This design comes from an exercise in tuning for small area, a short achievable clock period and few clock cycles per item on the open sky130 flow, not from production work.
Where RTL was checked, it was by simulation tests only, not by an equivalence proof against the original.
No functional check of the RTL was part of run 4.
Power and IR drop assume default switching activity.

File: design.v
module MUL #(
    parameter WIDTH = 32
) (
    input  [ 0:0] clk,
    input  [ 0:0] rst,
    input  [ 0:0] start,
    input  [31:0] a,
    input  [31:0] b,
    output [63:0] res,
    output [ 0:0] finish
);
reg  [5:0] p;
reg  [32:0] s_q, c_q;         
reg  [7:0] ls_q, lc_q;       
reg         n3_q;             
reg  [31:0] l_q;              
reg  [29:0] h_q;              
reg  [3:0] one_q, two_q, neg_q;  
reg         sgn_q;
wire first = p[0];
wire [32:0] sfb = first ? 33'h100000000 : s_q;
wire [32:0] cfb = first ? 33'h0 : c_q;
wire [32:0] am = {1'b0, a[30:0], 1'b0};    
wire [31:0] pp0;
wire [31:0] pp1;
wire [31:0] pp2;
wire [31:0] pp3;
genvar gj;
generate for (gj = 0; gj < 32; gj = gj + 1) begin : g_pp
    assign pp0[gj] = ((one_q[0] & am[gj+1]) | (two_q[0] & am[gj])) ^ neg_q[0];
    assign pp1[gj] = ((one_q[1] & am[gj+1]) | (two_q[1] & am[gj])) ^ neg_q[1];
    assign pp2[gj] = ((one_q[2] & am[gj+1]) | (two_q[2] & am[gj])) ^ neg_q[2];
    assign pp3[gj] = ((one_q[3] & am[gj+1]) | (two_q[3] & am[gj])) ^ neg_q[3];
end endgenerate
wire fs0;
wire fc0;
wire hs0;
wire hc0;
wire hs1;
wire hc1;
wire fs1;
wire fc1;
wire hs2;
wire hc2;
wire fs2;
wire fc2;
wire hs3;
wire hc3;
wire fs3;
wire fc3;
wire fs4;
wire fc4;
wire fs5;
wire fc5;
wire fs6;
wire fc6;
wire fs7;
wire fc7;
wire fs8;
wire fc8;
wire fs9;
wire fc9;
wire fs10;
wire fc10;
wire fs11;
wire fc11;
wire fs12;
wire fc12;
wire fs13;
wire fc13;
wire fs14;
wire fc14;
wire fs15;
wire fc15;
wire fs16;
wire fc16;
wire fs17;
wire fc17;
wire fs18;
wire fc18;
wire fs19;
wire fc19;
wire fs20;
wire fc20;
wire fs21;
wire fc21;
wire fs22;
wire fc22;
wire fs23;
wire fc23;
wire fs24;
wire fc24;
wire fs25;
wire fc25;
wire fs26;
wire fc26;
wire fs27;
wire fc27;
wire fs28;
wire fc28;
wire fs29;
wire fc29;
wire fs30;
wire fc30;
wire fs31;
wire fc31;
wire fs32;
wire fc32;
wire fs33;
wire fc33;
wire fs34;
wire fc34;
wire fs35;
wire fc35;
wire fs36;
wire fc36;
wire fs37;
wire fc37;
wire fs38;
wire fc38;
wire fs39;
wire fc39;
wire fs40;
wire fc40;
wire fs41;
wire fc41;
wire fs42;
wire fc42;
wire fs43;
wire fc43;
wire fs44;
wire fc44;
wire fs45;
wire fc45;
wire fs46;
wire fc46;
wire fs47;
wire fc47;
wire fs48;
wire fc48;
wire fs49;
wire fc49;
wire fs50;
wire fc50;
wire fs51;
wire fc51;
wire fs52;
wire fc52;
wire fs53;
wire fc53;
wire fs54;
wire fc54;
wire fs55;
wire fc55;
wire fs56;
wire fc56;
wire fs57;
wire fc57;
wire hs4;
wire hc4;
wire fs58;
wire fc58;
wire fs59;
wire fc59;
wire fs60;
wire fc60;
wire fs61;
wire fc61;
wire fs62;
wire fc62;
wire fs63;
wire fc63;
wire fs64;
wire fc64;
wire fs65;
wire fc65;
wire fs66;
wire fc66;
wire fs67;
wire fc67;
wire fs68;
wire fc68;
wire fs69;
wire fc69;
wire fs70;
wire fc70;
wire fs71;
wire fc71;
wire fs72;
wire fc72;
wire fs73;
wire fc73;
wire fs74;
wire fc74;
wire fs75;
wire fc75;
wire fs76;
wire fc76;
wire fs77;
wire fc77;
wire fs78;
wire fc78;
wire fs79;
wire fc79;
wire fs80;
wire fc80;
wire fs81;
wire fc81;
wire fs82;
wire fc82;
wire fs83;
wire fc83;
wire fs84;
wire fc84;
wire fs85;
wire fc85;
wire fs86;
wire fc86;
wire fs87;
wire fc87;
wire fs88;
wire fc88;
wire fs89;
wire fc89;
wire fs90;
wire fc90;
wire fs91;
wire fc91;
wire hs5;
wire hc5;
wire hs6;
wire hc6;
wire fs92;
wire fc92;
wire fs93;
wire fc93;
wire fs94;
wire fc94;
wire fs95;
wire fc95;
wire fs96;
wire fc96;
wire fs97;
wire fc97;
wire fs98;
wire fc98;
wire fs99;
wire fc99;
wire fs100;
wire fc100;
wire fs101;
wire fc101;
wire fs102;
wire fc102;
wire fs103;
wire fc103;
wire fs104;
wire fc104;
wire fs105;
wire fc105;
wire fs106;
wire fc106;
wire fs107;
wire fc107;
wire fs108;
wire fc108;
wire fs109;
wire fc109;
wire fs110;
wire fc110;
wire fs111;
wire fc111;
wire fs112;
wire fc112;
wire fs113;
wire fc113;
wire fs114;
wire fc114;
wire fs115;
wire fc115;
wire fs116;
wire fc116;
wire fs117;
wire fc117;
wire fs118;
wire fc118;
wire fs119;
wire fc119;
wire fs120;
wire fc120;
wire fs121;
wire fc121;
wire fs122;
wire fc122;
wire fs123;
wire fc123;
wire fs124;
wire fc124;
wire fs125;
wire fc125;
wire fs126;
wire fc126;
wire fs127;
wire fc127;
wire hs7;
wire hc7;
assign fs0 = neg_q[0] ^ sfb[0] ^ cfb[0];
assign fc0 = (neg_q[0] & sfb[0]) | (neg_q[0] & cfb[0]) | (sfb[0] & cfb[0]);
assign hs0 = neg_q[1] ^ sfb[2];
assign hc0 = neg_q[1] & sfb[2];
assign hs1 = sfb[3] ^ cfb[3];
assign hc1 = sfb[3] & cfb[3];
assign fs1 = neg_q[2] ^ sfb[4] ^ cfb[4];
assign fc1 = (neg_q[2] & sfb[4]) | (neg_q[2] & cfb[4]) | (sfb[4] & cfb[4]);
assign hs2 = pp0[4] ^ pp1[2];
assign hc2 = pp0[4] & pp1[2];
assign fs2 = sfb[5] ^ cfb[5] ^ pp0[5];
assign fc2 = (sfb[5] & cfb[5]) | (sfb[5] & pp0[5]) | (cfb[5] & pp0[5]);
assign hs3 = pp1[3] ^ pp2[1];
assign hc3 = pp1[3] & pp2[1];
assign fs3 = sfb[6] ^ cfb[6] ^ pp0[6];
assign fc3 = (sfb[6] & cfb[6]) | (sfb[6] & pp0[6]) | (cfb[6] & pp0[6]);
assign fs4 = pp1[4] ^ pp2[2] ^ pp3[0];
assign fc4 = (pp1[4] & pp2[2]) | (pp1[4] & pp3[0]) | (pp2[2] & pp3[0]);
assign fs5 = sfb[7] ^ cfb[7] ^ pp0[7];
assign fc5 = (sfb[7] & cfb[7]) | (sfb[7] & pp0[7]) | (cfb[7] & pp0[7]);
assign fs6 = pp1[5] ^ pp2[3] ^ pp3[1];
assign fc6 = (pp1[5] & pp2[3]) | (pp1[5] & pp3[1]) | (pp2[3] & pp3[1]);
assign fs7 = sfb[8] ^ cfb[8] ^ pp0[8];
assign fc7 = (sfb[8] & cfb[8]) | (sfb[8] & pp0[8]) | (cfb[8] & pp0[8]);
assign fs8 = pp1[6] ^ pp2[4] ^ pp3[2];
assign fc8 = (pp1[6] & pp2[4]) | (pp1[6] & pp3[2]) | (pp2[4] & pp3[2]);
assign fs9 = sfb[9] ^ cfb[9] ^ pp0[9];
assign fc9 = (sfb[9] & cfb[9]) | (sfb[9] & pp0[9]) | (cfb[9] & pp0[9]);
assign fs10 = pp1[7] ^ pp2[5] ^ pp3[3];
assign fc10 = (pp1[7] & pp2[5]) | (pp1[7] & pp3[3]) | (pp2[5] & pp3[3]);
assign fs11 = sfb[10] ^ cfb[10] ^ pp0[10];
assign fc11 = (sfb[10] & cfb[10]) | (sfb[10] & pp0[10]) | (cfb[10] & pp0[10]);
assign fs12 = pp1[8] ^ pp2[6] ^ pp3[4];
assign fc12 = (pp1[8] & pp2[6]) | (pp1[8] & pp3[4]) | (pp2[6] & pp3[4]);
assign fs13 = sfb[11] ^ cfb[11] ^ pp0[11];
assign fc13 = (sfb[11] & cfb[11]) | (sfb[11] & pp0[11]) | (cfb[11] & pp0[11]);
assign fs14 = pp1[9] ^ pp2[7] ^ pp3[5];
assign fc14 = (pp1[9] & pp2[7]) | (pp1[9] & pp3[5]) | (pp2[7] & pp3[5]);
assign fs15 = sfb[12] ^ cfb[12] ^ pp0[12];
assign fc15 = (sfb[12] & cfb[12]) | (sfb[12] & pp0[12]) | (cfb[12] & pp0[12]);
assign fs16 = pp1[10] ^ pp2[8] ^ pp3[6];
assign fc16 = (pp1[10] & pp2[8]) | (pp1[10] & pp3[6]) | (pp2[8] & pp3[6]);
assign fs17 = sfb[13] ^ cfb[13] ^ pp0[13];
assign fc17 = (sfb[13] & cfb[13]) | (sfb[13] & pp0[13]) | (cfb[13] & pp0[13]);
assign fs18 = pp1[11] ^ pp2[9] ^ pp3[7];
assign fc18 = (pp1[11] & pp2[9]) | (pp1[11] & pp3[7]) | (pp2[9] & pp3[7]);
assign fs19 = sfb[14] ^ cfb[14] ^ pp0[14];
assign fc19 = (sfb[14] & cfb[14]) | (sfb[14] & pp0[14]) | (cfb[14] & pp0[14]);
assign fs20 = pp1[12] ^ pp2[10] ^ pp3[8];
assign fc20 = (pp1[12] & pp2[10]) | (pp1[12] & pp3[8]) | (pp2[10] & pp3[8]);
assign fs21 = sfb[15] ^ cfb[15] ^ pp0[15];
assign fc21 = (sfb[15] & cfb[15]) | (sfb[15] & pp0[15]) | (cfb[15] & pp0[15]);
assign fs22 = pp1[13] ^ pp2[11] ^ pp3[9];
assign fc22 = (pp1[13] & pp2[11]) | (pp1[13] & pp3[9]) | (pp2[11] & pp3[9]);
assign fs23 = sfb[16] ^ cfb[16] ^ pp0[16];
assign fc23 = (sfb[16] & cfb[16]) | (sfb[16] & pp0[16]) | (cfb[16] & pp0[16]);
assign fs24 = pp1[14] ^ pp2[12] ^ pp3[10];
assign fc24 = (pp1[14] & pp2[12]) | (pp1[14] & pp3[10]) | (pp2[12] & pp3[10]);
assign fs25 = sfb[17] ^ cfb[17] ^ pp0[17];
assign fc25 = (sfb[17] & cfb[17]) | (sfb[17] & pp0[17]) | (cfb[17] & pp0[17]);
assign fs26 = pp1[15] ^ pp2[13] ^ pp3[11];
assign fc26 = (pp1[15] & pp2[13]) | (pp1[15] & pp3[11]) | (pp2[13] & pp3[11]);
assign fs27 = sfb[18] ^ cfb[18] ^ pp0[18];
assign fc27 = (sfb[18] & cfb[18]) | (sfb[18] & pp0[18]) | (cfb[18] & pp0[18]);
assign fs28 = pp1[16] ^ pp2[14] ^ pp3[12];
assign fc28 = (pp1[16] & pp2[14]) | (pp1[16] & pp3[12]) | (pp2[14] & pp3[12]);
assign fs29 = sfb[19] ^ cfb[19] ^ pp0[19];
assign fc29 = (sfb[19] & cfb[19]) | (sfb[19] & pp0[19]) | (cfb[19] & pp0[19]);
assign fs30 = pp1[17] ^ pp2[15] ^ pp3[13];
assign fc30 = (pp1[17] & pp2[15]) | (pp1[17] & pp3[13]) | (pp2[15] & pp3[13]);
assign fs31 = sfb[20] ^ cfb[20] ^ pp0[20];
assign fc31 = (sfb[20] & cfb[20]) | (sfb[20] & pp0[20]) | (cfb[20] & pp0[20]);
assign fs32 = pp1[18] ^ pp2[16] ^ pp3[14];
assign fc32 = (pp1[18] & pp2[16]) | (pp1[18] & pp3[14]) | (pp2[16] & pp3[14]);
assign fs33 = sfb[21] ^ cfb[21] ^ pp0[21];
assign fc33 = (sfb[21] & cfb[21]) | (sfb[21] & pp0[21]) | (cfb[21] & pp0[21]);
assign fs34 = pp1[19] ^ pp2[17] ^ pp3[15];
assign fc34 = (pp1[19] & pp2[17]) | (pp1[19] & pp3[15]) | (pp2[17] & pp3[15]);
assign fs35 = sfb[22] ^ cfb[22] ^ pp0[22];
assign fc35 = (sfb[22] & cfb[22]) | (sfb[22] & pp0[22]) | (cfb[22] & pp0[22]);
assign fs36 = pp1[20] ^ pp2[18] ^ pp3[16];
assign fc36 = (pp1[20] & pp2[18]) | (pp1[20] & pp3[16]) | (pp2[18] & pp3[16]);
assign fs37 = sfb[23] ^ cfb[23] ^ pp0[23];
assign fc37 = (sfb[23] & cfb[23]) | (sfb[23] & pp0[23]) | (cfb[23] & pp0[23]);
assign fs38 = pp1[21] ^ pp2[19] ^ pp3[17];
assign fc38 = (pp1[21] & pp2[19]) | (pp1[21] & pp3[17]) | (pp2[19] & pp3[17]);
assign fs39 = sfb[24] ^ cfb[24] ^ pp0[24];
assign fc39 = (sfb[24] & cfb[24]) | (sfb[24] & pp0[24]) | (cfb[24] & pp0[24]);
assign fs40 = pp1[22] ^ pp2[20] ^ pp3[18];
assign fc40 = (pp1[22] & pp2[20]) | (pp1[22] & pp3[18]) | (pp2[20] & pp3[18]);
assign fs41 = sfb[25] ^ cfb[25] ^ pp0[25];
assign fc41 = (sfb[25] & cfb[25]) | (sfb[25] & pp0[25]) | (cfb[25] & pp0[25]);
assign fs42 = pp1[23] ^ pp2[21] ^ pp3[19];
assign fc42 = (pp1[23] & pp2[21]) | (pp1[23] & pp3[19]) | (pp2[21] & pp3[19]);
assign fs43 = sfb[26] ^ cfb[26] ^ pp0[26];
assign fc43 = (sfb[26] & cfb[26]) | (sfb[26] & pp0[26]) | (cfb[26] & pp0[26]);
assign fs44 = pp1[24] ^ pp2[22] ^ pp3[20];
assign fc44 = (pp1[24] & pp2[22]) | (pp1[24] & pp3[20]) | (pp2[22] & pp3[20]);
assign fs45 = sfb[27] ^ cfb[27] ^ pp0[27];
assign fc45 = (sfb[27] & cfb[27]) | (sfb[27] & pp0[27]) | (cfb[27] & pp0[27]);
assign fs46 = pp1[25] ^ pp2[23] ^ pp3[21];
assign fc46 = (pp1[25] & pp2[23]) | (pp1[25] & pp3[21]) | (pp2[23] & pp3[21]);
assign fs47 = sfb[28] ^ cfb[28] ^ pp0[28];
assign fc47 = (sfb[28] & cfb[28]) | (sfb[28] & pp0[28]) | (cfb[28] & pp0[28]);
assign fs48 = pp1[26] ^ pp2[24] ^ pp3[22];
assign fc48 = (pp1[26] & pp2[24]) | (pp1[26] & pp3[22]) | (pp2[24] & pp3[22]);
assign fs49 = sfb[29] ^ cfb[29] ^ pp0[29];
assign fc49 = (sfb[29] & cfb[29]) | (sfb[29] & pp0[29]) | (cfb[29] & pp0[29]);
assign fs50 = pp1[27] ^ pp2[25] ^ pp3[23];
assign fc50 = (pp1[27] & pp2[25]) | (pp1[27] & pp3[23]) | (pp2[25] & pp3[23]);
assign fs51 = sfb[30] ^ cfb[30] ^ pp0[30];
assign fc51 = (sfb[30] & cfb[30]) | (sfb[30] & pp0[30]) | (cfb[30] & pp0[30]);
assign fs52 = pp1[28] ^ pp2[26] ^ pp3[24];
assign fc52 = (pp1[28] & pp2[26]) | (pp1[28] & pp3[24]) | (pp2[26] & pp3[24]);
assign fs53 = sfb[31] ^ cfb[31] ^ pp0[31];
assign fc53 = (sfb[31] & cfb[31]) | (sfb[31] & pp0[31]) | (cfb[31] & pp0[31]);
assign fs54 = pp1[29] ^ pp2[27] ^ pp3[25];
assign fc54 = (pp1[29] & pp2[27]) | (pp1[29] & pp3[25]) | (pp2[27] & pp3[25]);
assign fs55 = ~neg_q[0] ^ sfb[32] ^ cfb[32];
assign fc55 = (~neg_q[0] & sfb[32]) | (~neg_q[0] & cfb[32]) | (sfb[32] & cfb[32]);
assign fs56 = pp1[30] ^ pp2[28] ^ pp3[26];
assign fc56 = (pp1[30] & pp2[28]) | (pp1[30] & pp3[26]) | (pp2[28] & pp3[26]);
assign fs57 = 1'b1 ^ pp1[31] ^ pp2[29];
assign fc57 = (1'b1 & pp1[31]) | (1'b1 & pp2[29]) | (pp1[31] & pp2[29]);
assign hs4 = pp0[0] ^ lowc[0];
assign hc4 = pp0[0] & lowc[0];
assign fs58 = sfb[1] ^ cfb[1] ^ pp0[1];
assign fc58 = (sfb[1] & cfb[1]) | (sfb[1] & pp0[1]) | (cfb[1] & pp0[1]);
assign fs59 = cfb[2] ^ pp0[2] ^ pp1[0];
assign fc59 = (cfb[2] & pp0[2]) | (cfb[2] & pp1[0]) | (pp0[2] & pp1[0]);
assign fs60 = pp0[3] ^ pp1[1] ^ hc0;
assign fc60 = (pp0[3] & pp1[1]) | (pp0[3] & hc0) | (pp1[1] & hc0);
assign fs61 = pp2[0] ^ hc1 ^ hs2;
assign fc61 = (pp2[0] & hc1) | (pp2[0] & hs2) | (hc1 & hs2);
assign fs62 = hc2 ^ hs3 ^ fc1;
assign fc62 = (hc2 & hs3) | (hc2 & fc1) | (hs3 & fc1);
assign fs63 = hc3 ^ fc2 ^ fs3;
assign fc63 = (hc3 & fc2) | (hc3 & fs3) | (fc2 & fs3);
assign fs64 = fc3 ^ fc4 ^ fs5;
assign fc64 = (fc3 & fc4) | (fc3 & fs5) | (fc4 & fs5);
assign fs65 = fc5 ^ fc6 ^ fs7;
assign fc65 = (fc5 & fc6) | (fc5 & fs7) | (fc6 & fs7);
assign fs66 = fc7 ^ fc8 ^ fs9;
assign fc66 = (fc7 & fc8) | (fc7 & fs9) | (fc8 & fs9);
assign fs67 = fc9 ^ fc10 ^ fs11;
assign fc67 = (fc9 & fc10) | (fc9 & fs11) | (fc10 & fs11);
assign fs68 = fc11 ^ fc12 ^ fs13;
assign fc68 = (fc11 & fc12) | (fc11 & fs13) | (fc12 & fs13);
assign fs69 = fc13 ^ fc14 ^ fs15;
assign fc69 = (fc13 & fc14) | (fc13 & fs15) | (fc14 & fs15);
assign fs70 = fc15 ^ fc16 ^ fs17;
assign fc70 = (fc15 & fc16) | (fc15 & fs17) | (fc16 & fs17);
assign fs71 = fc17 ^ fc18 ^ fs19;
assign fc71 = (fc17 & fc18) | (fc17 & fs19) | (fc18 & fs19);
assign fs72 = fc19 ^ fc20 ^ fs21;
assign fc72 = (fc19 & fc20) | (fc19 & fs21) | (fc20 & fs21);
assign fs73 = fc21 ^ fc22 ^ fs23;
assign fc73 = (fc21 & fc22) | (fc21 & fs23) | (fc22 & fs23);
assign fs74 = fc23 ^ fc24 ^ fs25;
assign fc74 = (fc23 & fc24) | (fc23 & fs25) | (fc24 & fs25);
assign fs75 = fc25 ^ fc26 ^ fs27;
assign fc75 = (fc25 & fc26) | (fc25 & fs27) | (fc26 & fs27);
assign fs76 = fc27 ^ fc28 ^ fs29;
assign fc76 = (fc27 & fc28) | (fc27 & fs29) | (fc28 & fs29);
assign fs77 = fc29 ^ fc30 ^ fs31;
assign fc77 = (fc29 & fc30) | (fc29 & fs31) | (fc30 & fs31);
assign fs78 = fc31 ^ fc32 ^ fs33;
assign fc78 = (fc31 & fc32) | (fc31 & fs33) | (fc32 & fs33);
assign fs79 = fc33 ^ fc34 ^ fs35;
assign fc79 = (fc33 & fc34) | (fc33 & fs35) | (fc34 & fs35);
assign fs80 = fc35 ^ fc36 ^ fs37;
assign fc80 = (fc35 & fc36) | (fc35 & fs37) | (fc36 & fs37);
assign fs81 = fc37 ^ fc38 ^ fs39;
assign fc81 = (fc37 & fc38) | (fc37 & fs39) | (fc38 & fs39);
assign fs82 = fc39 ^ fc40 ^ fs41;
assign fc82 = (fc39 & fc40) | (fc39 & fs41) | (fc40 & fs41);
assign fs83 = fc41 ^ fc42 ^ fs43;
assign fc83 = (fc41 & fc42) | (fc41 & fs43) | (fc42 & fs43);
assign fs84 = fc43 ^ fc44 ^ fs45;
assign fc84 = (fc43 & fc44) | (fc43 & fs45) | (fc44 & fs45);
assign fs85 = fc45 ^ fc46 ^ fs47;
assign fc85 = (fc45 & fc46) | (fc45 & fs47) | (fc46 & fs47);
assign fs86 = fc47 ^ fc48 ^ fs49;
assign fc86 = (fc47 & fc48) | (fc47 & fs49) | (fc48 & fs49);
assign fs87 = fc49 ^ fc50 ^ fs51;
assign fc87 = (fc49 & fc50) | (fc49 & fs51) | (fc50 & fs51);
assign fs88 = fc51 ^ fc52 ^ fs53;
assign fc88 = (fc51 & fc52) | (fc51 & fs53) | (fc52 & fs53);
assign fs89 = fc53 ^ fc54 ^ fs55;
assign fc89 = (fc53 & fc54) | (fc53 & fs55) | (fc54 & fs55);
assign fs90 = pp3[27] ^ fc55 ^ fc56;
assign fc90 = (pp3[27] & fc55) | (pp3[27] & fc56) | (fc55 & fc56);
assign fs91 = ~neg_q[1] ^ pp2[30] ^ pp3[28];
assign fc91 = (~neg_q[1] & pp2[30]) | (~neg_q[1] & pp3[28]) | (pp2[30] & pp3[28]);
assign hs5 = 1'b1 ^ pp2[31];
assign hc5 = 1'b1 & pp2[31];
assign hs6 = lowc[1] ^ fs0;
assign hc6 = lowc[1] & fs0;
assign fs92 = fc0 ^ fs58 ^ hc4;
assign fc92 = (fc0 & fs58) | (fc0 & hc4) | (fs58 & hc4);
assign fs93 = hs0 ^ fc58 ^ fs59;
assign fc93 = (hs0 & fc58) | (hs0 & fs59) | (fc58 & fs59);
assign fs94 = hs1 ^ fc59 ^ fs60;
assign fc94 = (hs1 & fc59) | (hs1 & fs60) | (fc59 & fs60);
assign fs95 = fs1 ^ fc60 ^ fs61;
assign fc95 = (fs1 & fc60) | (fs1 & fs61) | (fc60 & fs61);
assign fs96 = fs2 ^ fc61 ^ fs62;
assign fc96 = (fs2 & fc61) | (fs2 & fs62) | (fc61 & fs62);
assign fs97 = fs4 ^ fc62 ^ fs63;
assign fc97 = (fs4 & fc62) | (fs4 & fs63) | (fc62 & fs63);
assign fs98 = fs6 ^ fc63 ^ fs64;
assign fc98 = (fs6 & fc63) | (fs6 & fs64) | (fc63 & fs64);
assign fs99 = fs8 ^ fc64 ^ fs65;
assign fc99 = (fs8 & fc64) | (fs8 & fs65) | (fc64 & fs65);
assign fs100 = fs10 ^ fc65 ^ fs66;
assign fc100 = (fs10 & fc65) | (fs10 & fs66) | (fc65 & fs66);
assign fs101 = fs12 ^ fc66 ^ fs67;
assign fc101 = (fs12 & fc66) | (fs12 & fs67) | (fc66 & fs67);
assign fs102 = fs14 ^ fc67 ^ fs68;
assign fc102 = (fs14 & fc67) | (fs14 & fs68) | (fc67 & fs68);
assign fs103 = fs16 ^ fc68 ^ fs69;
assign fc103 = (fs16 & fc68) | (fs16 & fs69) | (fc68 & fs69);
assign fs104 = fs18 ^ fc69 ^ fs70;
assign fc104 = (fs18 & fc69) | (fs18 & fs70) | (fc69 & fs70);
assign fs105 = fs20 ^ fc70 ^ fs71;
assign fc105 = (fs20 & fc70) | (fs20 & fs71) | (fc70 & fs71);
assign fs106 = fs22 ^ fc71 ^ fs72;
assign fc106 = (fs22 & fc71) | (fs22 & fs72) | (fc71 & fs72);
assign fs107 = fs24 ^ fc72 ^ fs73;
assign fc107 = (fs24 & fc72) | (fs24 & fs73) | (fc72 & fs73);
assign fs108 = fs26 ^ fc73 ^ fs74;
assign fc108 = (fs26 & fc73) | (fs26 & fs74) | (fc73 & fs74);
assign fs109 = fs28 ^ fc74 ^ fs75;
assign fc109 = (fs28 & fc74) | (fs28 & fs75) | (fc74 & fs75);
assign fs110 = fs30 ^ fc75 ^ fs76;
assign fc110 = (fs30 & fc75) | (fs30 & fs76) | (fc75 & fs76);
assign fs111 = fs32 ^ fc76 ^ fs77;
assign fc111 = (fs32 & fc76) | (fs32 & fs77) | (fc76 & fs77);
assign fs112 = fs34 ^ fc77 ^ fs78;
assign fc112 = (fs34 & fc77) | (fs34 & fs78) | (fc77 & fs78);
assign fs113 = fs36 ^ fc78 ^ fs79;
assign fc113 = (fs36 & fc78) | (fs36 & fs79) | (fc78 & fs79);
assign fs114 = fs38 ^ fc79 ^ fs80;
assign fc114 = (fs38 & fc79) | (fs38 & fs80) | (fc79 & fs80);
assign fs115 = fs40 ^ fc80 ^ fs81;
assign fc115 = (fs40 & fc80) | (fs40 & fs81) | (fc80 & fs81);
assign fs116 = fs42 ^ fc81 ^ fs82;
assign fc116 = (fs42 & fc81) | (fs42 & fs82) | (fc81 & fs82);
assign fs117 = fs44 ^ fc82 ^ fs83;
assign fc117 = (fs44 & fc82) | (fs44 & fs83) | (fc82 & fs83);
assign fs118 = fs46 ^ fc83 ^ fs84;
assign fc118 = (fs46 & fc83) | (fs46 & fs84) | (fc83 & fs84);
assign fs119 = fs48 ^ fc84 ^ fs85;
assign fc119 = (fs48 & fc84) | (fs48 & fs85) | (fc84 & fs85);
assign fs120 = fs50 ^ fc85 ^ fs86;
assign fc120 = (fs50 & fc85) | (fs50 & fs86) | (fc85 & fs86);
assign fs121 = fs52 ^ fc86 ^ fs87;
assign fc121 = (fs52 & fc86) | (fs52 & fs87) | (fc86 & fs87);
assign fs122 = fs54 ^ fc87 ^ fs88;
assign fc122 = (fs54 & fc87) | (fs54 & fs88) | (fc87 & fs88);
assign fs123 = fs56 ^ fs89 ^ fc88;
assign fc123 = (fs56 & fs89) | (fs56 & fc88) | (fs89 & fc88);
assign fs124 = fs57 ^ fc89 ^ fs90;
assign fc124 = (fs57 & fc89) | (fs57 & fs90) | (fc89 & fs90);
assign fs125 = fc57 ^ fs91 ^ fc90;
assign fc125 = (fc57 & fs91) | (fc57 & fc90) | (fs91 & fc90);
assign fs126 = pp3[29] ^ hs5 ^ fc91;
assign fc126 = (pp3[29] & hs5) | (pp3[29] & fc91) | (hs5 & fc91);
assign fs127 = ~neg_q[2] ^ pp3[30] ^ hc5;
assign fc127 = (~neg_q[2] & pp3[30]) | (~neg_q[2] & hc5) | (pp3[30] & hc5);
assign hs7 = 1'b1 ^ pp3[31];
assign hc7 = 1'b1 & pp3[31];
wire [32:0] s_t = {1'b0, 1'b1, hc7, fc127, fc126, fc125, fc124, fc123, fc122, fc121, fc120, fc119, fc118, fc117, fc116, fc115, fc114, fc113, fc112, fc111, fc110, fc109, fc108, fc107, fc106, fc105, fc104, fc103, fc102, fc101, fc100, fc99, fc98};
wire [32:0] c_t = {1'b0, 1'b0, ~neg_q[3], hs7, fs127, fs126, fs125, fs124, fs123, fs122, fs121, fs120, fs119, fs118, fs117, fs116, fs115, fs114, fs113, fs112, fs111, fs110, fs109, fs108, fs107, fs106, fs105, fs104, fs103, fs102, fs101, fs100, fs99};
wire [7:0] ls_t = {fc97, fc96, fc95, fc94, fc93, fc92, hc6, hs6};
wire [7:0] lc_t = {fs98, fs97, fs96, fs95, fs94, fs93, fs92, hs4};
wire [8:0] u = {1'b0, ls_q} + {1'b0, lc_q};
wire [7:0] low = {u[7] ^ (u[6] & n3_q), u[6] ^ n3_q, u[5:0]};
wire [1:0] lowc = {u[7] & u[6] & n3_q, u[8]} & {2{~first}};
wire [37:0] fin = {s_q[29:0], ls_q} + {c_q[29:0], lc_q};
wire [32:0] bm = {1'b0, b[30:0], 1'b0};    
wire [8:0] w0 = bm[8:0];
wire [8:0] w1 = bm[16:8];
wire [8:0] w2 = bm[24:16];
wire [8:0] w3 = bm[32:24];
wire [8:0] wn = ({9{~|p[2:0]}} & w0) |
                  ({9{p[0]}} & w1) |
                  ({9{p[1]}} & w2) |
                  ({9{p[2]}} & w3);
wire [3:0] one_n, two_n, neg_n;
generate for (gj = 0; gj < 4; gj = gj + 1) begin : g_enc
    assign one_n[gj] = wn[2*gj+1] ^ wn[2*gj];
    assign two_n[gj] = (wn[2*gj+2] & ~wn[2*gj+1] & ~wn[2*gj]) | (~wn[2*gj+2] & wn[2*gj+1] & wn[2*gj]);
    assign neg_n[gj] = wn[2*gj+2];
end endgenerate
always @(posedge clk) begin
    if (rst)
        p <= 6'b0;
    else
        p <= {p[4:0], start};
    one_q <= one_n;
    two_q <= two_n;
    neg_q <= neg_n;
    s_q   <= s_t;
    c_q   <= c_t;
    ls_q  <= ls_t;
    lc_q  <= lc_t;
    n3_q  <= neg_q[3];
    l_q   <= {low[7:0], l_q[31:8]};
    h_q   <= fin[37:8];
    sgn_q <= a[31] ^ b[31];
end
assign finish = p[5];
assign res = {sgn_q, 1'b0, h_q, l_q};
endmodule
File: run.sh
#!/bin/bash
# synth_recipe.tcl (not shown) runs the flow's synth.tcl, then flattens the netlist and writes it again
# the make line also repeats each setting of config.mk as NAME=value (left out here)
make -C /OpenROAD-flow-scripts/flow DESIGN_CONFIG=/design/flow/config.mk WORK_HOME=/design/flow/orfs CLKGATE_MAP_FILE= SYNTH_SCRIPT=/design/flow/synth_recipe.tcl finish
File: config.mk
export PLATFORM = sky130hd
export DESIGN_NAME = MUL
export DESIGN_NICKNAME = MUL
export VERILOG_FILES = /design/flow/design.v
export SDC_FILE = /design/flow/constraint.sdc
export NUM_CORES = 4
export LEC_CHECK = 0
export CAP_MARGIN = 20
export CORE_MARGIN = 2
export CORE_UTILIZATION = 40
export CTS_BUF_LIST = sky130_fd_sc_hd__clkbuf_8
export SETUP_SLACK_MARGIN = 1.6
export SLEW_MARGIN = 20
File: constraint.sdc
create_clock -name core_clock -period 4.0 [get_ports {clk}]
set_input_delay 0.8000 -clock core_clock [delete_from_list [all_inputs] [get_ports {clk}]]
set_output_delay 0.8000 -clock core_clock [all_outputs]
set_load 0.01 [all_outputs]
==> impl_metrics.toml, run 1 <==
[routing]
drt_iter0_drc = 538
via_per_inst = 5.27
detail-route-antenna-nets = 0
vias = 8899
first_pass_iters = 5
wl_um = 32500
wl_per_cell_um = 19.2
drc = 0

[floorplanning]
rows = 61
coreArea_mm2 = 0.0279
die-area_mm2 = 0.0297
io_pins = 132
die_x_um = 172
die_h_um = 172
start_util_pct = 40.7

[clocking]
tritoncts = "built"
cts_buffers = 17
ctsLongestPathBuffers = 2
ctsHoldBuffers = 0
clk_pin_slew_ns = 0.11
clock-root-buffer = "clkbuf_8"
cts_sinks = 160
htree_levels = 4
insertion_delay_ns = 0.47

[timing]
slew_violations = 0
fin_ws_ns = 1.42
whs_ns = 0.350
slew_headroom_pct = 60.9
final.setup_skew_ns = 0.0271
rsz0062_at_grt = "yes"
fmax_ghz = 0.388
worst_pin_slew_ns = 0.586
finalSetupTns_ns = 0
min_period_ns = 2.58
fin_crit_sh_pct = 64.4
finalSetupViolations = 0
report.final.hold_viol_count = 0

[critical_path]
worstPathRequired_ns = 4.41
worstPathCellList = "buf_12 -> a22oi_2 -> xnor2_1 -> buf_4 -> fa_2 -> fa_1 -> inv_1 -> fa_2"
worst_path_most_repeated_cell = "fa_2"
path_delay_family = "adder cells"
path_class = "reg -> reg"
max_stage_delay_ns = 0.51
end_kind = "register"
worst-path-buf-inv = 3
crit_fanout = 8
rr_startpoint = "one_q[0]"
r2r-end = "c_q[18]"
rr_worst_depth = 8
critical_path_arrival_ns = 2.99
cp_slowest_cell = "fa_2"
r2r_setup_slack_ns = 1.42
start_kind = "register"

[global_route]
grt_antenna_before_repair = 5
grt_overflow = 0
grt_pass1_wl_um = 50200
grt_max_degree = 46
grt_pass1_vias = 9340
grt_use_total_pct = 22.2

[synthesis]
ys_ff_latch = 160
synth_nets = 1392
ys_types = 63
ys_async_sr_fraction_pct = 0
netlist_instances = 1153
ys_warn_count = 1
synth.avg_cell_area_um2 = 9.83
synth-edff-count = 0
ys_seq_area_share_pct = 28.3
synthFlopType = "dfxtp_1"
syn_area_mm2 = 0.0113

[place]
detailed_place_hpwl_um = 22600
gp_congestion = 0.830
dpl_worst_slack_ns = 0.445
dp.cells = 1605
port_buffers = 130

[layout]
final_common_cell = "dfxtp_1"
final_cell_mix = "dfxtp_1, xnor2_1, nand2_1"
layout.nets = 1533
syn_to_final_growth_pct = 34.3
fin_cells = 1689
layout-drive-gt1-share_pct = 30.2

[worst_hold_path]
hold_start = "l_q[22]"
hp-class = "reg -> reg"
hold_depth = 0
min_to = "l_q[14]"

[power]
power_leakage_uw = 0.00619
p_clk_share_pct = 9.0
power_density_mw_per_mm2 = 983
p_comb_share_pct = 70.4
seqPwrFrac_pct = 20.6
switching_share_pct = 45.1
peakVddDrop_uv = 420
p_sw_uw = 6750
internal_power_uw = 8210
total_power_uw = 15000

[run]
max_cap_viol_count = 0

[run_status]
status = "no timing/DRC/antenna violations"
==> how the worst max path moves through the flow <==
stage | start | end | slack (ns) | cells after the start
5_1_grt | ls_q[0] | h_q[2] | 1.35 | 14
2_1_floorplan | a[30] | c_q[22] | 1.21 | 7
6_report | one_q[0] | c_q[18] | 1.42 | 8
3_5_place_dp | a[6] | lc_q[7] | 0.45 | 8
4_1_cts | one_q[0] | c_q[21] | 1.43 | 8
3_3_place_gp | a[10] | c_q[6] | 0.47 | 8
==> flip-flops by register name (all words and copies together) (netlist names), 4 cells and up <==
| name | flops |
|---|---|
| l_q | 32 |
| c_q | 31 |
| s_q | 31 |
| h_q | 30 |
| lc_q | 8 |
| ls_q | 8 |
| p | 6 |
| neg_q | 4 |
| one_q | 4 |
| two_q | 4 |
==> synthesized netlist by cell type, types with 2 or more instances <==
master | n | area (um2)
a2111o_1 | 2 | 22.5
a21o_1 | 16 | 120
a21oi_1 | 38 | 190
a21oi_2 | 4 | 35.0
a221o_1 | 8 | 80.1
a22oi_1 | 120 | 901
a31oi_1 | 6 | 37.5
and3_1 | 2 | 12.5
and4_1 | 3 | 26.3
buf_1 | 17 | 63.8
buf_2 | 5 | 25.0
buf_4 | 2 | 15.0
clkbuf_1 | 46 | 173
clkbuf_2 | 24 | 120
dfxtp_1 | 160 | 3200
fa_1 | 125 | 2500
ha_1 | 47 | 588
inv_1 | 108 | 405
nand2_1 | 106 | 398
nand2b_1 | 3 | 18.8
nand3_1 | 13 | 65.1
nand4_1 | 7 | 43.8
nor2_1 | 24 | 90.1
nor2b_1 | 14 | 87.6
nor3b_1 | 2 | 15.0
o211a_1 | 2 | 20.0
o211ai_1 | 4 | 30.0
o211ai_2 | 2 | 25.0
o21a_1 | 5 | 37.5
o21ai_0 | 27 | 135
o21ai_1 | 2 | 10.0
o21ai_2 | 2 | 17.5
o21bai_1 | 6 | 45.0
o31ai_1 | 4 | 30.0
xnor2_1 | 145 | 1270
xor2_1 | 25 | 219
==> cell type report <==
type	count	area [um2]
fill	2416	12600
clock inverter	15	211
timing repair buffer	217	2290
clock buffer	17	234
antenna	4	10.0
multi-input combinational	789	8330
sequential	160	3250
tap	378	473
inverter	109	417
==> power groups by stage <==
| stage | registers (uW) | clock network (uW) | logic, uW |
|---|---|---|---|
| global route | 3170 | 1440 | 11900 |
| detailed placement | 3050 | 0 | 9110 |
| global placement | 3050 | 0 | 8950 |
| finish | 3090 | 1350 | 10500 |
| CTS | 3060 | 1380 | 9920 |
| floorplan | 3060 | 0 | 6140 |
==> through the flow <==
stage	utilization (%)	area (um2)
3_3_place_gp	47.6	13300
6_report	54.6	15200
3_5_place_dp	47.6	13300
2_1_floorplan	-	12100
4_1_cts	52.7	14700
5_1_grt	54.6	15200
==> kinds of logic after synthesis <==
logic type | synth area share (%)
AND/OR/NAND/NOR | 7.51
AO/OA/AOI/OAI | 16.4
adder cells (fa/ha/maj) | 27.3
buffers and inverters | 7.21
other | 0.0331
multiplexers | 0.0994
XOR/XNOR | 13.1
flip-flops | 28.3
==> worst register-to-register path, cell delays in order (launching register included) <==
cell	delay, ns
dfxtp_4	0.41
buf_12	0.16
a22oi_2	0.17
xnor2_1	0.14
buf_4	0.13
fa_2	0.44
fa_1	0.50
inv_1	0.05
fa_2	0.51
==> timing repair <==
item / CTS / global route
pin swaps: 87 / 97
buffers inserted: 27 / 8
resized for setup: 298 / 89
setup endpoints to repair: 80 / 75
cloned: 8 / 5
==> routing by layer <==
| layer | up-vias | wire length, um | global-route usage, % |
|---|---|---|---|
| met5 | - | 13 | 0 |
| met4 | 2 | 1320 | 9.39 |
| met3 | 84 | 1760 | 4.67 |
| met2 | 288 | 15900 | 38.4 |
| met1 | 4396 | 13400 | 26.9 |
| li1 | 4129 | - | - |
Testbench counts, summed over its fixed seeds: cycles 5,376, items 768.
==> run 2: changes to the inputs <==
--- a/config.mk
+++ b/config.mk
@@ -10,4 +10,4 @@
 export CORE_UTILIZATION = 40
 export CTS_BUF_LIST = sky130_fd_sc_hd__clkbuf_8
-export SETUP_SLACK_MARGIN = 1.6
+export SETUP_SLACK_MARGIN = 1.3
 export SLEW_MARGIN = 20
==> impl_metrics.toml, run 2 <==
[run_status]
status = "no timing/DRC/antenna violations"

[critical_path]
end_kind = "register"
crit_fanout = 8
path_class = "in -> reg"
cp_slowest_cell = "fa_1"
critical_path_arrival_ns = 3.03
path_delay_family = "adder cells"
worst_path_most_repeated_cell = "fa_1"
worstPathCellList = "dlygate4sd2_1 -> a22oi_1 -> xnor2_1 -> fa_1 -> inv_1 -> fa_1 -> fa_1"
start_kind = "input pin"
worstPathRequired_ns = 4.37
max_stage_delay_ns = 0.45
worst-path-buf-inv = 2

[synthesis]
synth.avg_cell_area_um2 = 9.83
netlist_instances = 1153
synthFlopType = "dfxtp_1"
ys_warn_count = 1
ys_types = 63
synth-edff-count = 0
synth_nets = 1392
ys_async_sr_fraction_pct = 0
syn_area_mm2 = 0.0113
yosysTopAreaCell = "dfxtp_1"
ys_seq_area_share_pct = 28.3
synthTopCellsByArea = "dfxtp_1, fa_1, xnor2_1, a22oi_1, ha_1"
netlist.area_leader.share_pct = 28.3
netlist_top_cells_count = "dfxtp_1, xnor2_1, fa_1"
ys_ff_latch = 160
synth.most_common_cell = "dfxtp_1"

[timing]
fin_crit_sh_pct = 66.5
report.final.hold_viol_count = 0
min_period_ns = 2.66
finalSetupViolations = 0
rsz0062_at_grt = "yes"
slew_violations = 0
fmax_ghz = 0.376
worst_pin_slew_ns = 0.568
finalSetupTns_ns = 0
slew_headroom_pct = 62.1
final.setup_skew_ns = 0.0281

[routing]
drc = 0
drt_iter0_drc = 499
detail-route-antenna-nets = 0
first_pass_iters = 5
via_per_inst = 5.15
wl_um = 29400
wl_per_cell_um = 18.1
vias = 8369

[global_route]
grt_antenna_before_repair = 0
grt_use_total_pct = 20.5
grt_max_degree = 59
grt_pass1_wl_um = 46400
grt_pass1_vias = 8699
grt_overflow = 0

[floorplanning]
start_util_pct = 40.7
die-area_mm2 = 0.0297
die_x_um = 172
io_pins = 132
coreArea_mm2 = 0.0279
rows = 61
die_h_um = 172

[place]
port_buffers = 130
gp_congestion = 0.839
detailed_place_hpwl_um = 22100

[layout]
largest_register_ffs = 32
final_common_cell = "dfxtp_1"
layout-drive-gt1-share_pct = 11.4
seq_area_mm2 = 0.00322
syn_to_final_growth_pct = 18.9
layout.nets = 1470
top_regs = "l_q (32), c_q (31), s_q (31)"
fillCellCount = 2609
top_register = "l_q"
postLayoutCoreUtil_pct = 48.3
final_cell_mix = "dfxtp_1, xnor2_1, fa_1"
multi_input_area_mm2 = 0.00751

[clocking]
clock-root-buffer = "clkbuf_8"
ctsHoldBuffers = 0
htree_levels = 4
cts_sinks = 160
clk_pin_slew_ns = 0.11
ctsLongestPathBuffers = 2
cts_buffers = 17
tritoncts = "built"
insertion_delay_ns = 0.48

[power]
power_density_mw_per_mm2 = 975
peakVddDrop_uv = 563
power_leakage_uw = 0.00562

[run]
max_cap_viol_count = 0

[worst_hold_path]
hp-class = "reg -> reg"
## run 2: per-layer routing
metal / vias up / GRT usage, % / share of wire, %
li1: 3975 / - / -
met5: - / 0 / 0
met2: 207 / 36.5 / 51
met4: 0 / 6.98 / 2.2
met3: 35 / 3.25 / 4.8
met1: 4152 / 25.2 / 42
## run 2: kinds of logic after synthesis
group                    after synthesis  share of synthesized area (%)
flip-flops                           160                           28.3
buffers and inverters                204                           7.21
XOR/XNOR                             170                           13.1
AND/OR/NAND/NOR                      186                           7.51
adder cells (fa/ha/maj)              172                           27.3
multiplexers                           1                         0.0994
AO/OA/AOI/OAI                        259                           16.4
other                                  1                         0.0331
## run 2: cell type report
type | count | area share (%)
sequential | 160 | 23.9
clock inverter | 15 | 1.33
clock buffer | 17 | 1.74
inverter | 109 | 3.07
antenna | 2 | 0.0372
multi-input combinational | 789 | 55.7
timing repair buffer | 154 | 10.7
tap | 378 | 3.51
## run 2: power by group
group | total [uW] | switching (uW) | internal (uW)
clock | 1260 | 776 | 482
combinational | 8860 | 4880 | 3980
sequential | 3020 | 441 | 2580
## run 2: path summary, 6_finish.rpt
path            start      end  slack, ns  cells past startpoint
max reg2reg  one_q[0]  c_q[20]       1.38                      7
max              a[5]  lc_q[6]       1.34                      7
min           l_q[22]  l_q[14]       0.35                      0
min reg2reg   l_q[22]  l_q[14]       0.35                      0
## run 2: stage by stage
stage               instance area, um2  total power [uW]  instances  setup WS [ns]  hold slack [ns]
CTS                              13400             13200       1618           1.28            0.337
floorplan                        11700              9040       1153           1.22            0.329
detailed placement               13000             11800       1584          0.484            0.335
global route                     13500             14600       1622           1.30            0.350
finish                           13500             13100       1624           1.34            0.349
global placement                 13000             11700       1584          0.480            0.333
## run 2: repair_timing
action / CTS / global route
gates cloned: 0 / 1
setup endpoints to repair: 60 / 45
pin swaps: 1 / 5
buffers inserted: 2 / 3
resized for setup: 44 / 66
==> run 3: changes to the inputs <==
--- a/config.mk
+++ b/config.mk
@@ -10,4 +10,4 @@
 export CORE_UTILIZATION = 40
 export CTS_BUF_LIST = sky130_fd_sc_hd__clkbuf_8
-export SETUP_SLACK_MARGIN = 1.3
+export SETUP_SLACK_MARGIN = 1.2
 export SLEW_MARGIN = 20
==> impl_metrics.toml, run 3 <==
[timing]
fin_crit_sh_pct = 68.5
worst_pin_slew_ns = 0.642
finalSetupViolations = 0
fmax_ghz = 0.365
final.setup_skew_ns = 0.0235
report.final.hold_viol_count = 0
min_period_ns = 2.74
slew_violations = 0
finalSetupTns_ns = 0
slew_headroom_pct = 57.2
rsz0062_at_grt = "yes"

[synthesis]
ys_ff_latch = 160
yosysTopAreaCell = "dfxtp_1"
ys_seq_area_share_pct = 28.3
synth.most_common_cell = "dfxtp_1"
synthTopCellsByArea = "dfxtp_1, fa_1, xnor2_1, a22oi_1, ha_1"
netlist_top_cells_count = "dfxtp_1, xnor2_1, fa_1"
synthFlopType = "dfxtp_1"
netlist_instances = 1153
synth_nets = 1392
synth.avg_cell_area_um2 = 9.83
ys_async_sr_fraction_pct = 0
ys_warn_count = 1
synth-edff-count = 0
syn_area_mm2 = 0.0113
netlist.area_leader.share_pct = 28.3
ys_types = 63

[floorplanning]
die_x_um = 172
rows = 61
start_util_pct = 40.7
coreArea_mm2 = 0.0279
io_pins = 132
die_h_um = 172
die-area_mm2 = 0.0297

[routing]
wl_um = 29200
via_per_inst = 5.15
first_pass_iters = 5
drc = 0
drt_iter0_drc = 698
vias = 8355
detail-route-antenna-nets = 0
wl_per_cell_um = 18.0

[critical_path]
cp_slowest_cell = "fa_1"
worstPathRequired_ns = 4.35
endpoint = "c_q[14]"
worst_path_most_repeated_cell = "fa_1"
rr_worst_depth = 8
crit_fanout = 8
worstPathCellList = "dlygate4sd2_1 -> a22oi_2 -> xnor2_1 -> fa_1 -> fa_1 -> inv_1 -> fa_1"
startpoint = "a[21]"
path_class = "in -> reg"
critical_path_arrival_ns = 3.09
r2r_setup_slack_ns = 1.30
end_kind = "register"
r2r-end = "c_q[6]"
max_stage_delay_ns = 0.50
start_kind = "input pin"
rr_startpoint = "neg_q[0]"

[layout]
top_regs = "l_q (32), c_q (31), s_q (31)"
syn_to_final_growth_pct = 18.0
largest_register_ffs = 32
final_cell_mix = "dfxtp_1, xnor2_1, fa_1"
layout-drive-gt1-share_pct = 8.29
top_register = "l_q"
postLayoutCoreUtil_pct = 48.0
fillCellCount = 2610
layout.nets = 1468
seq_area_mm2 = 0.00321
final_common_cell = "dfxtp_1"
multi_input_area_mm2 = 0.00740

[clocking]
insertion_delay_ns = 0.48
clk_pin_slew_ns = 0.11
htree_levels = 4
tritoncts = "built"
ctsHoldBuffers = 0
cts_buffers = 17
clock-root-buffer = "clkbuf_8"
ctsLongestPathBuffers = 2
cts_sinks = 160

[power]
peakVddDrop_uv = 502
power_density_mw_per_mm2 = 973
power_leakage_uw = 0.00562

[global_route]
grt_use_met1_pct = 27.4
grt_overflow = 0
met2_usage_pct = 34.7
grt-busiest-layer = "met2"
grt_pass1_wl_um = 46700
grt_pass1_vias = 8512
grt_max_degree = 37
use_met3_pct = 3.09
grt_antenna_before_repair = 3
grt_use_total_pct = 20.7

[place]
gp_congestion = 0.833
detailed_place_hpwl_um = 22000
port_buffers = 130

[run]
max_cap_viol_count = 0

[worst_hold_path]
hp-class = "reg -> reg"
hold_depth = 0

[run_status]
status = "no timing/DRC/antenna violations"
==> run 3: cell counts after synthesis <==
Identical to the previous run, type by type.
==> run 3: cells by family after synthesis <==
family                     Yosys count  share of synthesized area, %
buffers and inverters              204                          7.21
muxes                                1                        0.0994
adders and majority gates          172                          27.3
other                                1                        0.0331
and+or+nand+nor                    186                          7.51
AOI/OAI and AO/OA                  259                          16.4
xor gates and xnor gates           170                          13.1
DFF                                160                          28.3
==> run 3: layout make-up <==
cell class	instances	share of cell area, %
Clock inverter	15	1.37
Tap cell	378	3.54
Sequential cell	160	24.0
Antenna cell	2	0.0374
Timing Repair Buffer	152	10.8
Clock buffer	17	1.75
Multi-Input combinational cell	789	55.4
Inverter	109	3.13
==> run 3: worst min-delay path by stage <==
stage	from	to	slack, ns
after CTS	l_q[29]	l_q[21]	0.34
after global placement	l_q[10]	l_q[2]	0.33
after detailed placement	l_q[16]	l_q[8]	0.34
after global routing	l_q[28]	l_q[20]	0.35
final	l_q[11]	l_q[3]	0.35
after floorplan	neg_q[3]	n3_q	0.33
==> run 3: power by group <==
| part | leakage [uW] | internal [uW] | switching [uW] |
|---|---|---|---|
| Combinational | 0.00406 | 3900 | 4830 |
| Clock | 0.000207 | 486 | 775 |
| Sequential | 0.00135 | 2580 | 432 |
==> run 3: metal layers <==
layer	vias to the layer above	part of all wire (%)
met3	42	4.2
met4	2	2.4
met1	4103	44
met5	-	0.044
li1	3977	-
met2	231	49
==> run 3: critical path, delay by kind of cell <==
kind | cells | cell delay [ns]
fa+ha+maj | 3 | 1.39
compound gates | 1 | 0.15
xor+xnor | 1 | 0.20
buf+inv | 2 | 0.53
==> run 3: metrics by stage <==
stage	hold WS [ns]	instances	cell area, um2	setup slack (ns)	total power [uW]
floorplan	0.329	1153	11400	1.19	9000
global placement	0.331	1584	12900	0.530	11600
detailed placement	0.336	1584	12900	0.518	11800
CTS	0.344	1618	13300	1.20	13100
global route	0.349	1620	13400	1.17	14500
finish	0.348	1622	13400	1.26	13000
==> run 3: repair_timing <==
action	CTS	global route
gates resized for setup	36	15
setup endpoints to repair	58	17
pin swaps	0	4
endpoints found under the hold margin	0	0
setup buffers	2	2
==> run 4: changes to the inputs <==
--- a/design.v
+++ b/design.v
@@ -18,8 +18,9 @@
 reg  [3:0] one_q, two_q, neg_q;  
 reg         sgn_q;
+reg  [30:0] a_q;              
 wire first = p[0];
 wire [32:0] sfb = first ? 33'h100000000 : s_q;
 wire [32:0] cfb = first ? 33'h0 : c_q;
-wire [32:0] am = {1'b0, a[30:0], 1'b0};    
+wire [32:0] am = {1'b0, a_q, 1'b0};    
 wire [31:0] pp0;
 wire [31:0] pp1;
@@ -616,4 +617,5 @@
     h_q   <= fin[37:8];
     sgn_q <= a[31] ^ b[31];
+    a_q   <= a[30:0];
 end
 assign finish = p[5];
--- a/config.mk
+++ b/config.mk
@@ -10,4 +10,4 @@
 export CORE_UTILIZATION = 40
 export CTS_BUF_LIST = sky130_fd_sc_hd__clkbuf_8
-export SETUP_SLACK_MARGIN = 1.2
+export SETUP_SLACK_MARGIN = 1.5
 export SLEW_MARGIN = 20
==> impl_metrics.toml, run 4 <==
[run_status]
status = "no timing/DRC/antenna violations"

[clocking]
htree_levels = 4
ctsHoldBuffers = 0
cts_buffers = 17
clock-root-buffer = "clkbuf_8"
cts_sinks = 191
tritoncts = "built"
ctsLongestPathBuffers = 2
insertion_delay_ns = 0.49
clk_pin_slew_ns = 0.12

[floorplanning]
die-area_mm2 = 0.0313
start_util_pct = 40.4
die_x_um = 177
rows = 63
die_h_um = 177
coreArea_mm2 = 0.0296
io_pins = 132

[timing]
min_period_ns = 2.53
slew_violations = 0
slew_headroom_pct = 65.6
finalSetupViolations = 0
finalSetupTns_ns = 0
rsz0062_at_grt = "yes"
fmax_ghz = 0.395
final.setup_skew_ns = 0.0139
fin_ws_ns = 1.47
worst_pin_slew_ns = 0.516
fin_crit_sh_pct = 63.4
report.final.hold_viol_count = 0

[power]
seqPwrFrac_pct = 24.0
p_clk_share_pct = 9.6
internal_power_uw = 7780
power_leakage_uw = 0.00605
p_sw_uw = 6400
peakVddDrop_uv = 319
p_comb_share_pct = 66.5
switching_share_pct = 45.1
power_density_mw_per_mm2 = 962

[synthesis]
synthMuxAreaShare_pct = 0.0942
synth-xor-area-share_pct = 12.5
netlist.area_leader.share_pct = 32.0
syn_area_mm2 = 0.0119
synthAdderAreaFrac_pct = 25.9
synth_compound_area_share_pct = 15.6
synthTopCellsByArea = "dfxtp_1, fa_1, xnor2_1, a22oi_1, ha_1"
synth.most_common_cell = "dfxtp_1"
ys_seq_area_share_pct = 32.0
synth.avg_cell_area_um2 = 10.1
ys_warn_count = 1
synth-edff-count = 0
synth_nets = 1423
synthFlopType = "dfxtp_1"
yosysTopAreaCell = "dfxtp_1"
synth-simple-area-share_pct = 7.12
netlist_instances = 1184
synth_top_family_by_area = "adder cells"
ys_async_sr_fraction_pct = 0
ys_types = 63
netlist_top_cells_count = "dfxtp_1, xnor2_1, fa_1"
ys_ff_latch = 191

[global_route]
grt_use_total_pct = 20.0
grt_antenna_before_repair = 0
grt_overflow = 0
grt_pass1_vias = 8887
grt_pass1_wl_um = 48000
grt_max_degree = 36

[routing]
detail-route-antenna-nets = 0
first_pass_iters = 5
via_per_inst = 5.18
wl_um = 30900
drc = 0
drt_iter0_drc = 585
wl_per_cell_um = 18.4
vias = 8717

[layout]
stdcell_area_mm2 = 0.0147
fillCellCount = 2722
layout-drive-gt1-share_pct = 13.8
syn_to_final_growth_pct = 23.3
diodes = 0
top_register = "l_q"
final_cell_mix = "dfxtp_1, xnor2_1, clkdlybuf4s50_1"
layout.nets = 1519
final_common_cell = "dfxtp_1"
postLayoutCoreUtil_pct = 49.8
largest_register_ffs = 32

[place]
place_area_mm2 = 0.0135
gp_congestion = 0.856
dpl_worst_slack_ns = 1.22
port_buffers = 130
detailed_place_hpwl_um = 22300

[critical_path]
end_kind = "register"
start_kind = "register"
critical_path_arrival_ns = 2.91
crit_fanout = 16
path_class = "reg -> reg"
worstPathRequired_ns = 4.37

[worst_hold_path]
hp-class = "reg -> reg"

[run]
max_cap_viol_count = 0
run 4: changes by cell type in the layout (fill, tap and decap cells not counted), sizes merged:
| cell | previous run | this run |
|---|---|---|
| dfxtp | 160 | 191 |
| clkdlybuf4s50 | 100 | 130 |
| dlygate4sd2 | 24 | 0 |
| buf | 22 | 39 |
| clkinv | 5 | 8 |
| clkinvlp | 2 | 0 |
| diode | 2 | 0 |
| dlymetal6s2s | 2 | 0 |
| clkbuf | 21 | 20 |
| inv | 117 | 116 |
run 4: final cells by class:
class	count	area [um2]	share of cell area (%)
well taps	390	488	3.31
clock buffers	17	234	1.59
multi-input cells	789	7670	52.1
clock inverters	15	204	1.38
inverters	109	412	2.79
repair buffers	172	1850	12.5
flip-flops and latches	191	3870	26.3
run 4: what timing repair did:
item                                    4_1_cts  5_1_grt
setup buffers                                10       12
endpoints found under the setup margin       70       60
cloned                                        1        4
gates resized for setup                      67       62
pin swaps                                    13       20
run 4: logic make-up (layout without fill, tap and decap cells):
logic type / Yosys count / after routing
other: 1 / 1
AO/OA/AOI/OAI: 259 / 259
flip-flops: 191 / 191
XOR/XNOR: 170 / 170
AND/OR/NAND/NOR: 186 / 186
buffers and inverters: 204 / 313
multiplexers: 1 / 1
adder cells (fa/ha/maj): 172 / 172
run 4: worst max-delay path: stages (launching register included):
cell and delay (ns):
dfxtp_4 0.40, buf_12 0.16, a22oi_2 0.22, xnor2_1 0.18, fa_1 0.47, fa_1 0.50
inv_1 0.05, fa_1 0.44
run 4: metrics by stage:
| stage | total power, uW | hold slack (ns) | cells |
|---|---|---|---|
| final | 14200 | 0.348 | 1683 |
| after global routing | 15700 | 0.350 | 1683 |
| after CTS | 13900 | 0.344 | 1667 |
| after detailed placement | 12100 | 0.336 | 1624 |
| after global placement | 11900 | 0.332 | 1624 |
| after floorplan | 9350 | 0.329 | 1184 |
run 4: worst paths after layout:
kind	to	startpoint	slack [ns]	cells past startpoint
max	c_q[20]	two_q[0]	1.47	7
min	l_q[15]	l_q[23]	0.35	0
max reg2reg	c_q[20]	two_q[0]	1.47	7
min reg2reg	l_q[15]	l_q[23]	0.35	0
run 4: per-layer routing:
layer	vias up	track usage, %	share of wire [%]
met5	-	0	0
met4	0	6.54	2.9
met3	50	3.16	4.8
met2	256	34.7	50
met1	4286	25.5	42
li1	4125	-	-
run 4: power by group through the flow:
stage | registers (uW) | logic, uW | clock network (uW)
2_1_floorplan | 3390 | 5960 | 0
3_5_place_dp | 3410 | 8710 | 0
6_report | 3400 | 9420 | 1360
3_3_place_gp | 3400 | 8500 | 0
5_1_grt | 3490 | 10700 | 1490
4_1_cts | 3380 | 9130 | 1410
==> run 5: changes to the inputs <==
--- a/design.v
+++ b/design.v
@@ -18,9 +18,8 @@
 reg  [3:0] one_q, two_q, neg_q;  
 reg         sgn_q;
-reg  [30:0] a_q;              
 wire first = p[0];
 wire [32:0] sfb = first ? 33'h100000000 : s_q;
 wire [32:0] cfb = first ? 33'h0 : c_q;
-wire [32:0] am = {1'b0, a_q, 1'b0};    
+wire [32:0] am = {1'b0, a[30:0], 1'b0};    
 wire [31:0] pp0;
 wire [31:0] pp1;
@@ -617,5 +616,4 @@
     h_q   <= fin[37:8];
     sgn_q <= a[31] ^ b[31];
-    a_q   <= a[30:0];
 end
 assign finish = p[5];
--- a/config.mk
+++ b/config.mk
@@ -8,6 +8,6 @@
 export CAP_MARGIN = 20
 export CORE_MARGIN = 2
-export CORE_UTILIZATION = 40
+export CORE_UTILIZATION = 45
 export CTS_BUF_LIST = sky130_fd_sc_hd__clkbuf_8
-export SETUP_SLACK_MARGIN = 1.5
+export SETUP_SLACK_MARGIN = 1.45
 export SLEW_MARGIN = 20
==> impl_metrics.toml, run 5 <==
[global_route]
grt_pass1_wl_um = 46800
grt_max_degree = 32
grt_antenna_before_repair = 4
grt_overflow = 0
grt_pass1_vias = 8673
grt_use_total_pct = 23.1

[power]
peakVddDrop_uv = 446
power_density_mw_per_mm2 = 971
power_leakage_uw = 0.00602

[layout]
final_cell_mix = "dfxtp_1, xnor2_1, nand2_1, inv_1, clkdlybuf4s50_1"
layout-drive-gt1-share_pct = 22.8
syn_to_final_growth_pct = 27.3
layout.nets = 1512
top_register = "l_q"
largest_register_ffs = 32
fin_cells = 1618
final_common_cell = "dfxtp_1"
top_regs = "l_q (32), c_q (31), s_q (31)"
postLayoutCoreUtil_pct = 57.8

[timing]
final.setup_skew_ns = 0.0234
min_period_ns = 2.57
slew_violations = 0
slew_headroom_pct = 58.3
fmax_ghz = 0.389
worst_pin_slew_ns = 0.625
finalSetupViolations = 0
finalSetupTns_ns = 0
report.final.hold_viol_count = 0
rsz0062_at_grt = "yes"
fin_crit_sh_pct = 64.2

[routing]
drc = 0
via_per_inst = 5.37
wl_um = 31000
first_pass_iters = 6
vias = 8686
wl_per_cell_um = 19.2
detail-route-antenna-nets = 0
drt_iter0_drc = 619

[synthesis]
synth-edff-count = 0
yosysTopAreaCell = "dfxtp_1"
synth-xor-area-share_pct = 13.1
synth.most_common_cell = "dfxtp_1"
ys_async_sr_fraction_pct = 0
syn_area_mm2 = 0.0113
synth-simple-area-share_pct = 7.51
ys_warn_count = 1
synth_top_family_by_area = "adder cells"
synth_compound_area_share_pct = 16.4
synth_nets = 1392
synthFlopType = "dfxtp_1"
ys_types = 63
ys_seq_area_share_pct = 28.3
synthAdderAreaFrac_pct = 27.3
netlist_top_cells_count = "dfxtp_1, xnor2_1, fa_1"
synthTopCellsByArea = "dfxtp_1, fa_1, xnor2_1, a22oi_1, ha_1"
netlist.area_leader.share_pct = 28.3
synth.avg_cell_area_um2 = 9.83
netlist_instances = 1153
ys_ff_latch = 160
synthMuxAreaShare_pct = 0.0994

[clocking]
insertion_delay_ns = 0.48
clk_pin_slew_ns = 0.11
cts_sinks = 160
ctsHoldBuffers = 0
cts_buffers = 17
clock-root-buffer = "clkbuf_8"
htree_levels = 4
tritoncts = "built"
ctsLongestPathBuffers = 2

[floorplanning]
die-area_mm2 = 0.0265
die_x_um = 163
coreArea_mm2 = 0.0250
start_util_pct = 45.4
die_h_um = 163
rows = 58
io_pins = 132

[critical_path]
worst_path_most_repeated_cell = "fa_1"
end_kind = "register"
start_kind = "register"
crit_fanout = 8
critical_path_arrival_ns = 3.00
worstPathCellList = "clkbuf_16 -> a22oi_2 -> xnor2_2 -> fa_1 -> fa_1 -> inv_1 -> fa_2"
cp_slowest_cell = "fa_2"
worstPathRequired_ns = 4.43
max_stage_delay_ns = 0.51
path_delay_family = "adder cells"
path_class = "reg -> reg"
worst-path-buf-inv = 2

[place]
port_buffers = 130
gp_congestion = 0.867
detailed_place_hpwl_um = 22000
dp.cells = 1536

[run_status]
status = "no timing/DRC/antenna violations"

[worst_hold_path]
hp-class = "reg -> reg"

[run]
max_cap_viol_count = 0
run 5: cell count changes after synthesis, sizes merged:
| cell | previous run | this run |
|---|---|---|
| buf | 26 | 25 |
| clkbuf | 69 | 70 |
| dfxtp | 191 | 160 |
run 5: through the flow:
stage / power, uW / setup slack (ns) / instance area, um2 / hold WS (ns)
global placement: 11800 / 0.489 / 13000 / 0.331
floorplan: 9170 / 1.21 / 12000 / 0.329
global route: 15400 / 1.37 / 14400 / 0.361
CTS: 13600 / 1.42 / 13900 / 0.353
finish: 14000 / 1.43 / 14400 / 0.348
detailed placement: 12000 / 0.455 / 13000 / 0.335
run 5: power by group:
part / leakage (uW) / switching (uW) / internal, uW
clock network: 0.000205 / 748 / 534
logic: 0.00446 / 5200 / 4480
registers: 0.00135 / 446 / 2590
run 5: logic make-up after synthesis:
kind of cell | count (synthesis)
AOI/OAI and AO/OA | 259
xor gates and xnor gates | 170
adders and majority gates | 172
buffers and inverters | 204
DFF | 160
muxes | 1
other | 1
and+or+nand+nor | 186
run 5: what timing repair did:
item / 4_1_cts / 5_1_grt
buffers inserted: 15 / 27
pin swaps: 19 / 63
gates resized for setup: 153 / 115
endpoints found under the setup margin: 75 / 43
cloned: 2 / 4
run 5: worst reg2reg max path, stage by stage, from the launching register on:
cell,delay (ns)
dfxtp_4,0.41
clkbuf_16,0.20
a22oi_2,0.23
xnor2_2,0.15
fa_1,0.46
fa_1,0.50
inv_1,0.05
fa_2,0.51
run 5: cell type report:
cell class	instances	area, um2
diodes	2	5.00
clock buffers	17	234
clock inverters	15	185
fillers	2184	10500
inverters	109	418
multi-input cells	789	7990
flip-flops and latches	160	3240
well taps	330	413
repair buffers	196	1940
run 5: path summary, 6_finish.rpt:
kind	start	to	slack [ns]	depth (start not counted)
hold reg to reg	l_q[11]	l_q[3]	0.35	0
setup / recovery	two_q[0]	c_q[19]	1.43	7
hold / removal	l_q[11]	l_q[3]	0.35	0
setup reg to reg	two_q[0]	c_q[19]	1.43	7
run 5: metal layers:
metal | GRT usage [%] | vias to the layer above | wire length [um]
met5 | 0 | - | 14
met3 | 4.15 | 55 | 1860
met2 | 39.4 | 299 | 15000
met4 | 7.08 | 4 | 828
li1 | - | 4083 | -
met1 | 30.1 | 4245 | 13300
Testbench counts of run 5, summed over its fixed seeds: cycles 5,376, items 768.
